Background: an optimization exercise with open tools, aiming at small area. Do not read the settings as production practice. Where RTL was checked, it was by simulation tests only, not by an equivalence proof against the original. No driver is modelled on the clock port, so clock power and skew are understated where the tree is cut down; a real chip needs a root buffer or a tree. Power figures rest on the tool's default switching activity, not on a simulated workload.

Design pcie_cq_engine_64_dword, start of the top module:
module pcie_cq_engine_64_dword(
  input                               CLK                   ,
  input                               RST_N                 ,
  input      [64-1:0]   M_AXIS_CQ_TDATA       ,
  input                               M_AXIS_CQ_TLAST       ,
  input                               M_AXIS_CQ_TVALID      ,
  input  [88-1:0]   M_AXIS_CQ_TUSER       ,
  input      [64 / 32-1:0]   M_AXIS_CQ_TKEEP       ,
  output                              M_AXIS_CQ_TREADY      ,
  input                       [5:0]   PCIE_CQ_NP_REQ_COUNT  ,
  output                              PCIE_CQ_NO_REQ        ,
  input                               MEM_WR_BUSY           ,
  output     [64-1:0]   MEM_WR_DATA           ,
  output     [32-1:0]   MEM_WR_ADDR           ,
  output     [64 / 8-1:0]   MEM_WR_KEEP           ,
  output                              MEM_WR_VALD           ,
  output                              MEM_WR_ERRO           ,
  output                              MEM_WR_LAST           ,
  output                    [7:0]     st_test
);
==> module pcie_cq_engine_64_dword, before the edit <==
module pcie_cq_engine_64_dword(
  input                               CLK                   ,
  input                               RST_N                 ,
  input      [64-1:0]   M_AXIS_CQ_TDATA       ,
  input                               M_AXIS_CQ_TLAST       ,
  input                               M_AXIS_CQ_TVALID      ,
  input  [88-1:0]   M_AXIS_CQ_TUSER       ,
  input      [64 / 32-1:0]   M_AXIS_CQ_TKEEP       ,
  output                              M_AXIS_CQ_TREADY      ,
  input                       [5:0]   PCIE_CQ_NP_REQ_COUNT  ,
  output                              PCIE_CQ_NO_REQ        ,
  input                               MEM_WR_BUSY           ,
  output     [64-1:0]   MEM_WR_DATA           ,
  output     [32-1:0]   MEM_WR_ADDR           ,
  output     [64 / 8-1:0]   MEM_WR_KEEP           ,
  output                              MEM_WR_VALD           ,
  output                              MEM_WR_ERRO           ,
  output                              MEM_WR_LAST           ,
  output                    [7:0]     st_test
);
reg   [1:0]   st        ;
reg   [63:0]  rData     ;
reg   [7:0]   rKeep     ;
reg           rVald     ;
reg           rBusy0    ;    
reg   [30:0]  rAddr     ;    
reg   [10:0]  rLeftN    ;    
wire beat  = M_AXIS_CQ_TVALID ;
wire sIdle = ~st[1] & ~st[0]  ;
wire sHdr  =  st[1] & ~st[0]  ;
wire sPay  =  st[1] &  st[0]  ;
wire sWait = ~st[1] &  st[0]  ;
wire hdrOk = (M_AXIS_CQ_TDATA[14:11] == 4'b0001) && (M_AXIS_CQ_TDATA[10:0] != 11'd0) ;
wire lastBeat = beat & M_AXIS_CQ_TLAST ;
wire fall  = rLeftN[9] & ~rBusy0 ;
always @(posedge CLK) begin
  if ( !RST_N )
    st <= 2'b00 ;
  else if ( sIdle )
    st <= (beat && M_AXIS_CQ_TUSER[40]) ? 2'b10 : 2'b00 ;
  else if ( sHdr )
    st <= beat ? (hdrOk ? 2'b11 : 2'b00) : 2'b10 ;
  else if ( sPay )
    st <= lastBeat ? 2'b01 : 2'b11 ;
  else
    st <= fall ? 2'b00 : 2'b01 ;
end
always @(posedge CLK) begin
  rVald <= RST_N & sPay & beat ;
end
always @(posedge CLK) begin
  rData  <= M_AXIS_CQ_TDATA        ;
  rKeep  <= M_AXIS_CQ_TUSER[15:8]  ;
  rBusy0 <= MEM_WR_BUSY            ;
end
wire        left2 = ~&rLeftN[10:1] ;
wire        inc2  = rVald & left2 ;
wire        inc1  = rVald & ~left2 & ~rLeftN[0] ;
wire [30:1] ac ;
genvar i ;
assign ac[1] = inc2 | (inc1 & rAddr[0]) ;
assign ac[2] = ac[1] & rAddr[1] ;
assign ac[3] = ac[2] & rAddr[2] ;
assign ac[4] = ac[3] & rAddr[3] ;
assign ac[5] = ac[4] & rAddr[4] ;
assign ac[6] = ac[5] & rAddr[5] ;
assign ac[7] = ac[6] & rAddr[6] ;
assign ac[8] = ac[7] & rAddr[7] ;
assign ac[9] = ac[8] & rAddr[8] ;
assign ac[10] = ac[9] & rAddr[9] ;
assign ac[11] = ac[10] & rAddr[10] ;
assign ac[12] = ac[11] & rAddr[11] ;
assign ac[13] = ac[12] & rAddr[12] ;
assign ac[14] = ac[13] & rAddr[13] ;
assign ac[15] = ac[14] & rAddr[14] ;
assign ac[16] = ac[1] & (&rAddr[15:1]) ;
assign ac[17] = ac[16] & rAddr[16] ;
assign ac[18] = ac[17] & rAddr[17] ;
assign ac[19] = ac[18] & rAddr[18] ;
assign ac[20] = ac[19] & rAddr[19] ;
assign ac[21] = ac[20] & rAddr[20] ;
assign ac[22] = ac[21] & rAddr[21] ;
assign ac[23] = ac[22] & rAddr[22] ;
assign ac[24] = ac[23] & rAddr[23] ;
assign ac[25] = ac[24] & rAddr[24] ;
assign ac[26] = ac[25] & rAddr[25] ;
assign ac[27] = ac[26] & rAddr[26] ;
assign ac[28] = ac[27] & rAddr[27] ;
assign ac[29] = ac[28] & rAddr[28] ;
assign ac[30] = ac[29] & rAddr[29] ;
wire [10:1] lb ;
assign lb[1] = inc2 ;
generate for (i = 2; i <= 10; i = i + 1) begin : g_lb
  assign lb[i] = lb[i-1] & rLeftN[i-1] ;
end endgenerate
always @(posedge CLK) begin
  if ( !st[1] )                       
    rAddr <= {1'b0, M_AXIS_CQ_TDATA[31:2]} ;
  else
    rAddr <= {rAddr[30:1] ^ ac, rAddr[0] ^ inc1} ;
end
always @(posedge CLK) begin
  if ( !st[0] )                       
    rLeftN <= ~M_AXIS_CQ_TDATA[10:0] ;
  else begin
    rLeftN[8:0] <= {rLeftN[8:1] ^ lb[8:1], rLeftN[0] | inc1} ;
    rLeftN[10]  <= lastBeat ? M_AXIS_CQ_TUSER[41] : rLeftN[10] ^ lb[10] ;
    rLeftN[9]   <= (lastBeat | ~st[1]) ? rBusy0 : rLeftN[9] ^ lb[9] ;
  end
end
assign M_AXIS_CQ_TREADY = 1'b1 ;
assign PCIE_CQ_NO_REQ   = 1'b0 ;
assign st_test          = {6'd0, st} ;
assign MEM_WR_DATA      = rData ;
assign MEM_WR_ADDR      = {1'b0, rAddr} ;
assign MEM_WR_KEEP      = rKeep ;
assign MEM_WR_VALD      = rVald ;
assign MEM_WR_LAST      = ~st[1] ;
assign MEM_WR_ERRO      = ~st[1] & rLeftN[10] ;
endmodule
export LEC_CHECK = 0
export CAP_MARGIN = 20
export CORE_MARGIN = 2
export CORE_UTILIZATION = 40
export SLEW_MARGIN = 20
create_clock -name core_clock -period 4.0 [get_ports {CLK}]
standard.sh (not shown) runs the stock make flow with config.mk's settings and CLKGATE_MAP_FILE= SYNTH_SCRIPT=/design/flow/synth_recipe.tcl, a recipe that flattens the netlist after the stock synthesis.
==> flow/flow/run.sh <==
#!/bin/bash
# ORFS layout (the standard.sh) with these changes:
#  - synthesis: the standard flow's synthesis script unchanged, except that ABC maps the
#    combinational logic with its area mapper (flow/abc_area_map.script);
#  - 1-unit port buffers;
#  - tie cells kept as synthesised (one per value);
#  - a hand-built clock tree (flow/manual_cts.tcl) instead of TritonCTS.
# All tool output goes to standard_flow.log here (and ORFS's per-step logs
# under orfs/logs).
set -euo pipefail
here=$(pwd)

cat > "$here/own_synth.tcl" <<EOT
# synth_recipe.tcl with ABC's -script argument replaced
proc abc {args} {
  set i [lsearch -exact \$args -script]
  if {\$i >= 0} { set args [lreplace \$args [expr {\$i + 1}] [expr {\$i + 1}] $here/flow/abc_area_map.script] }
  yosys abc {*}\$args
}
source $here/synth_recipe.tcl
EOT
sed "s#SYNTH_SCRIPT=[^ ]*#SYNTH_SCRIPT=$here/own_synth.tcl#" standard.sh > "$here/own_standard.sh"
grep -q "SYNTH_SCRIPT=$here/own_synth.tcl" "$here/own_standard.sh"

export BUFFER_PORTS_ARGS="-buffer_cell sky130_fd_sc_hd__buf_1"
export SKIP_REPAIR_TIE_FANOUT=1
export PRE_CTS_TCL=$here/flow/pre_cts.tcl
export MCTS_ROOT=
export MCTS_LEAF=sky130_fd_sc_hd__clkbuf_16
export MCTS_NLEAF=4
bash "$here/own_standard.sh" finish > "$here/standard_flow.log" 2>&1
Other scripts of this flow, unchanged in this note and not shown: flow/flow/abc_area_map.script, flow/flow/manual_cts.tcl, flow/flow/pre_cts.tcl
Rerun with:
--- a/flow/design.v
+++ b/flow/design.v
@@ -68,19 +68,19 @@
 assign ac[7] = ac[6] & rAddr[6] ;
 assign ac[8] = ac[7] & rAddr[7] ;
 assign ac[9] = ac[8] & rAddr[8] ;
 assign ac[10] = ac[9] & rAddr[9] ;
-assign ac[11] = ac[10] & rAddr[10] ;
+assign ac[11] = ac[1] & (&rAddr[10:1]) ;
 assign ac[12] = ac[11] & rAddr[11] ;
 assign ac[13] = ac[12] & rAddr[12] ;
 assign ac[14] = ac[13] & rAddr[13] ;
 assign ac[15] = ac[14] & rAddr[14] ;
-assign ac[16] = ac[1] & (&rAddr[15:1]) ;
+assign ac[16] = ac[15] & rAddr[15] ;
 assign ac[17] = ac[16] & rAddr[16] ;
 assign ac[18] = ac[17] & rAddr[17] ;
 assign ac[19] = ac[18] & rAddr[18] ;
 assign ac[20] = ac[19] & rAddr[19] ;
-assign ac[21] = ac[20] & rAddr[20] ;
+assign ac[21] = ac[11] & (&rAddr[20:11]) ;
 assign ac[22] = ac[21] & rAddr[21] ;
 assign ac[23] = ac[22] & rAddr[22] ;
 assign ac[24] = ac[23] & rAddr[23] ;
 assign ac[25] = ac[24] & rAddr[24] ;
Outcome:
- worst setup slack improved by 0.32 ns
- design area went down by a little under a tenth
- fmax grows by roughly a tenth
- via count rose slightly
- global-route usage went down by 1.1 points
No run of this note included a check of the RTL's function; only the layout flow was run. In every run of this note, the design's own scripts or RTL, not TritonCTS, make the clock network.

* * *

The RTL this note starts from:
==> flow/design.v <==
`timescale 1ns / 1ps
module pcie_cq_engine_64_dword(
  input                               CLK                   ,
  input                               RST_N                 ,
  input      [64-1:0]   M_AXIS_CQ_TDATA       ,
  input                               M_AXIS_CQ_TLAST       ,
  input                               M_AXIS_CQ_TVALID      ,
  input  [88-1:0]   M_AXIS_CQ_TUSER       ,
  input      [64 / 32-1:0]   M_AXIS_CQ_TKEEP       ,
  output                              M_AXIS_CQ_TREADY      ,
  input                       [5:0]   PCIE_CQ_NP_REQ_COUNT  ,
  output                              PCIE_CQ_NO_REQ        ,
  input                               MEM_WR_BUSY           ,
  output     [64-1:0]   MEM_WR_DATA           ,
  output     [32-1:0]   MEM_WR_ADDR           ,
  output     [64 / 8-1:0]   MEM_WR_KEEP           ,
  output                              MEM_WR_VALD           ,
  output                              MEM_WR_ERRO           ,
  output                              MEM_WR_LAST           ,
  output                    [7:0]     st_test
);
reg   [1:0]   st        ;
reg   [63:0]  rData     ;
reg   [7:0]   rKeep     ;
reg           rDisc     ;    
reg           rVald     ;
reg           rBusy0    ;    
reg           rBusy1    ;    
reg   [30:0]  rAddr     ;    
reg   [10:0]  rLeft     ;    
wire beat  = M_AXIS_CQ_TVALID ;
wire sIdle = ~st[1] & ~st[0]  ;
wire sHdr  =  st[1] & ~st[0]  ;
wire sPay  =  st[1] &  st[0]  ;
wire sWait = ~st[1] &  st[0]  ;
wire hdrOk = (M_AXIS_CQ_TDATA[14:11] == 4'b0001) && (M_AXIS_CQ_TDATA[10:0] != 11'd0) ;
wire fall  = rBusy1 & ~rBusy0 ;
always @(posedge CLK) begin
  if ( !RST_N )
    st <= 2'b00 ;
  else if ( sIdle )
    st <= (beat && M_AXIS_CQ_TUSER[40]) ? 2'b10 : 2'b00 ;
  else if ( sHdr )
    st <= beat ? (hdrOk ? 2'b11 : 2'b00) : 2'b10 ;
  else if ( sPay )
    st <= (beat && M_AXIS_CQ_TLAST) ? 2'b01 : 2'b11 ;
  else
    st <= fall ? 2'b00 : 2'b01 ;
end
always @(posedge CLK) begin
  rVald <= RST_N & sPay & beat ;
end
always @(posedge CLK) begin
  rData  <= M_AXIS_CQ_TDATA        ;
  rKeep  <= M_AXIS_CQ_TUSER[15:8]  ;
  rDisc  <= M_AXIS_CQ_TUSER[41]    ;
  rBusy0 <= MEM_WR_BUSY            ;
  rBusy1 <= rBusy0                 ;
end
wire        left2 = |rLeft[10:1] ;
wire        inc2  = rVald & left2 ;
wire        inc1  = rVald & ~left2 & rLeft[0] ;
wire [30:1] ac ;
genvar i ;
assign ac[1] = inc2 | (inc1 & rAddr[0]) ;
assign ac[2] = ac[1] & rAddr[1] ;
assign ac[3] = ac[2] & rAddr[2] ;
assign ac[4] = ac[3] & rAddr[3] ;
assign ac[5] = ac[4] & rAddr[4] ;
assign ac[6] = ac[5] & rAddr[5] ;
assign ac[7] = ac[6] & rAddr[6] ;
assign ac[8] = ac[7] & rAddr[7] ;
assign ac[9] = ac[8] & rAddr[8] ;
assign ac[10] = ac[9] & rAddr[9] ;
assign ac[11] = ac[1] & (&rAddr[10:1]) ;
assign ac[12] = ac[11] & rAddr[11] ;
assign ac[13] = ac[12] & rAddr[12] ;
assign ac[14] = ac[13] & rAddr[13] ;
assign ac[15] = ac[14] & rAddr[14] ;
assign ac[16] = ac[15] & rAddr[15] ;
assign ac[17] = ac[16] & rAddr[16] ;
assign ac[18] = ac[17] & rAddr[17] ;
assign ac[19] = ac[18] & rAddr[18] ;
assign ac[20] = ac[19] & rAddr[19] ;
assign ac[21] = ac[11] & (&rAddr[20:11]) ;
assign ac[22] = ac[21] & rAddr[21] ;
assign ac[23] = ac[22] & rAddr[22] ;
assign ac[24] = ac[23] & rAddr[23] ;
assign ac[25] = ac[24] & rAddr[24] ;
assign ac[26] = ac[25] & rAddr[25] ;
assign ac[27] = ac[26] & rAddr[26] ;
assign ac[28] = ac[27] & rAddr[27] ;
assign ac[29] = ac[28] & rAddr[28] ;
assign ac[30] = ac[29] & rAddr[29] ;
wire [10:1] lb ;
assign lb[1] = inc2 ;
generate for (i = 2; i <= 10; i = i + 1) begin : g_lb
  assign lb[i] = lb[i-1] & ~rLeft[i-1] ;
end endgenerate
always @(posedge CLK) begin
  if ( !st[1] )                       
    rAddr <= {1'b0, M_AXIS_CQ_TDATA[31:2]} ;
  else
    rAddr <= {rAddr[30:1] ^ ac, rAddr[0] ^ inc1} ;
end
always @(posedge CLK) begin
  if ( !st[0] )                       
    rLeft <= M_AXIS_CQ_TDATA[10:0] ;
  else
    rLeft <= {rLeft[10:1] ^ lb, rLeft[0] & ~inc1} ;
end
assign M_AXIS_CQ_TREADY = 1'b1 ;
assign PCIE_CQ_NO_REQ   = 1'b0 ;
assign st_test          = {6'd0, st} ;
assign MEM_WR_DATA      = rData ;
assign MEM_WR_ADDR      = {1'b0, rAddr} ;
assign MEM_WR_KEEP      = rKeep ;
assign MEM_WR_VALD      = rVald ;
assign MEM_WR_LAST      = ~st[1] ;
assign MEM_WR_ERRO      = ~st[1] & rDisc ;
endmodule
Settings: LEC_CHECK=0, CAP_MARGIN=20, CORE_MARGIN=2, CORE_UTILIZATION=40, SLEW_MARGIN=20; clock period 4.0 ns.
==> flow/flow/run.sh <==
#!/bin/bash
# ORFS layout (the standard.sh) with: 1-unit port buffers, tie cells kept as
# synthesised (one per value), and a hand-built two-level clock tree.
set -euo pipefail
here=$(pwd)
export BUFFER_PORTS_ARGS="-buffer_cell sky130_fd_sc_hd__buf_1"
export SKIP_REPAIR_TIE_FANOUT=1
export PRE_CTS_TCL=$here/flow/pre_cts.tcl
export MCTS_ROOT=sky130_fd_sc_hd__clkbuf_4
export MCTS_LEAF=sky130_fd_sc_hd__clkbuf_8
export MCTS_NLEAF=8
bash standard.sh finish > $here/standard_flow.log 2>&1
Other scripts of this flow, unchanged in this note and not shown: flow/flow/manual_cts.tcl, flow/flow/pre_cts.tcl
Edit:
--- a/flow/design.v
+++ b/flow/design.v
@@ -25,11 +25,11 @@
 reg           rDisc     ;    
 reg           rVald     ;
 reg           rBusy0    ;    
 reg           rBusy1    ;    
 reg   [30:0]  rAddr     ;    
-reg   [10:0]  rLeft     ;    
+reg   [10:0]  rLeftN    ;    
 wire beat  = M_AXIS_CQ_TVALID ;
 wire sIdle = ~st[1] & ~st[0]  ;
 wire sHdr  =  st[1] & ~st[0]  ;
 wire sPay  =  st[1] &  st[0]  ;
 wire sWait = ~st[1] &  st[0]  ;
@@ -55,13 +55,13 @@
   rKeep  <= M_AXIS_CQ_TUSER[15:8]  ;
   rDisc  <= M_AXIS_CQ_TUSER[41]    ;
   rBusy0 <= MEM_WR_BUSY            ;
   rBusy1 <= rBusy0                 ;
 end
-wire        left2 = |rLeft[10:1] ;
+wire        left2 = ~&rLeftN[10:1] ;
 wire        inc2  = rVald & left2 ;
-wire        inc1  = rVald & ~left2 & rLeft[0] ;
+wire        inc1  = rVald & ~left2 & ~rLeftN[0] ;
 wire [30:1] ac ;
 genvar i ;
 assign ac[1] = inc2 | (inc1 & rAddr[0]) ;
 assign ac[2] = ac[1] & rAddr[1] ;
 assign ac[3] = ac[2] & rAddr[2] ;
@@ -93,23 +93,23 @@
 assign ac[29] = ac[28] & rAddr[28] ;
 assign ac[30] = ac[29] & rAddr[29] ;
 wire [10:1] lb ;
 assign lb[1] = inc2 ;
 generate for (i = 2; i <= 10; i = i + 1) begin : g_lb
-  assign lb[i] = lb[i-1] & ~rLeft[i-1] ;
+  assign lb[i] = lb[i-1] & rLeftN[i-1] ;
 end endgenerate
 always @(posedge CLK) begin
   if ( !st[1] )                       
     rAddr <= {1'b0, M_AXIS_CQ_TDATA[31:2]} ;
   else
     rAddr <= {rAddr[30:1] ^ ac, rAddr[0] ^ inc1} ;
 end
 always @(posedge CLK) begin
   if ( !st[0] )                       
-    rLeft <= M_AXIS_CQ_TDATA[10:0] ;
+    rLeftN <= ~M_AXIS_CQ_TDATA[10:0] ;
   else
-    rLeft <= {rLeft[10:1] ^ lb, rLeft[0] & ~inc1} ;
+    rLeftN <= {rLeftN[10:1] ^ lb, rLeftN[0] | inc1} ;
 end
 assign M_AXIS_CQ_TREADY = 1'b1 ;
 assign PCIE_CQ_NO_REQ   = 1'b0 ;
 assign st_test          = {6'd0, st} ;
 assign MEM_WR_DATA      = rData ;
Total power went down by 0.46%.
Final area went down by 0.33%.
Wire length went down by 0.94%.
Cell count went down by 1.7%.
Utilization is about the same.
Maximum frequency went up by 3.0%.
Worst setup slack is better by 0.097 ns.
Critical path depth went up by 1.
No functional check of the RTL was part of the second run of this note. In every run of this note, the design's own scripts or RTL, not TritonCTS, make the clock network.

## separate check: timing with driven ports
In the flow no input, the clock included, has a driving cell. The finished layouts below were timed again as built, in two steps. Step 1 (the two cells are an assumption about what drives the block):
set clk [get_ports {CLK}]
set_driving_cell -lib_cell sky130_fd_sc_hd__clkbuf_16 $clk
set_driving_cell -lib_cell sky130_fd_sc_hd__buf_2 [delete_from_list [all_inputs] $clk]
Step 2 times the ports against the registers' clock, not the clock port: input delays grow and output delays shrink by t, the midpoint of the rising clock arrivals with the driver on. Three values: ideal ports, drivers, drivers and shift; two values: the first two.
| run | shift t [ns] | setup WS [ns] | cell pins on the clock port's net |
|---|---|---|---|
| the first run of note 1 | 0.242 | 0.151 / 0.151 / 0.151 | 4 |
| the second run of note 1 | 0.245 | 0.473 / 0.473 / 0.473 | 4 |
| the first run of note 2 | 0.486 | 0.623 / 0.623 / 0.623 | 1 |
| the second run of note 2 | 0.500 | 0.720 / 0.720 / 0.720 | 1 |
After both steps setup and hold are still met in every run listed.
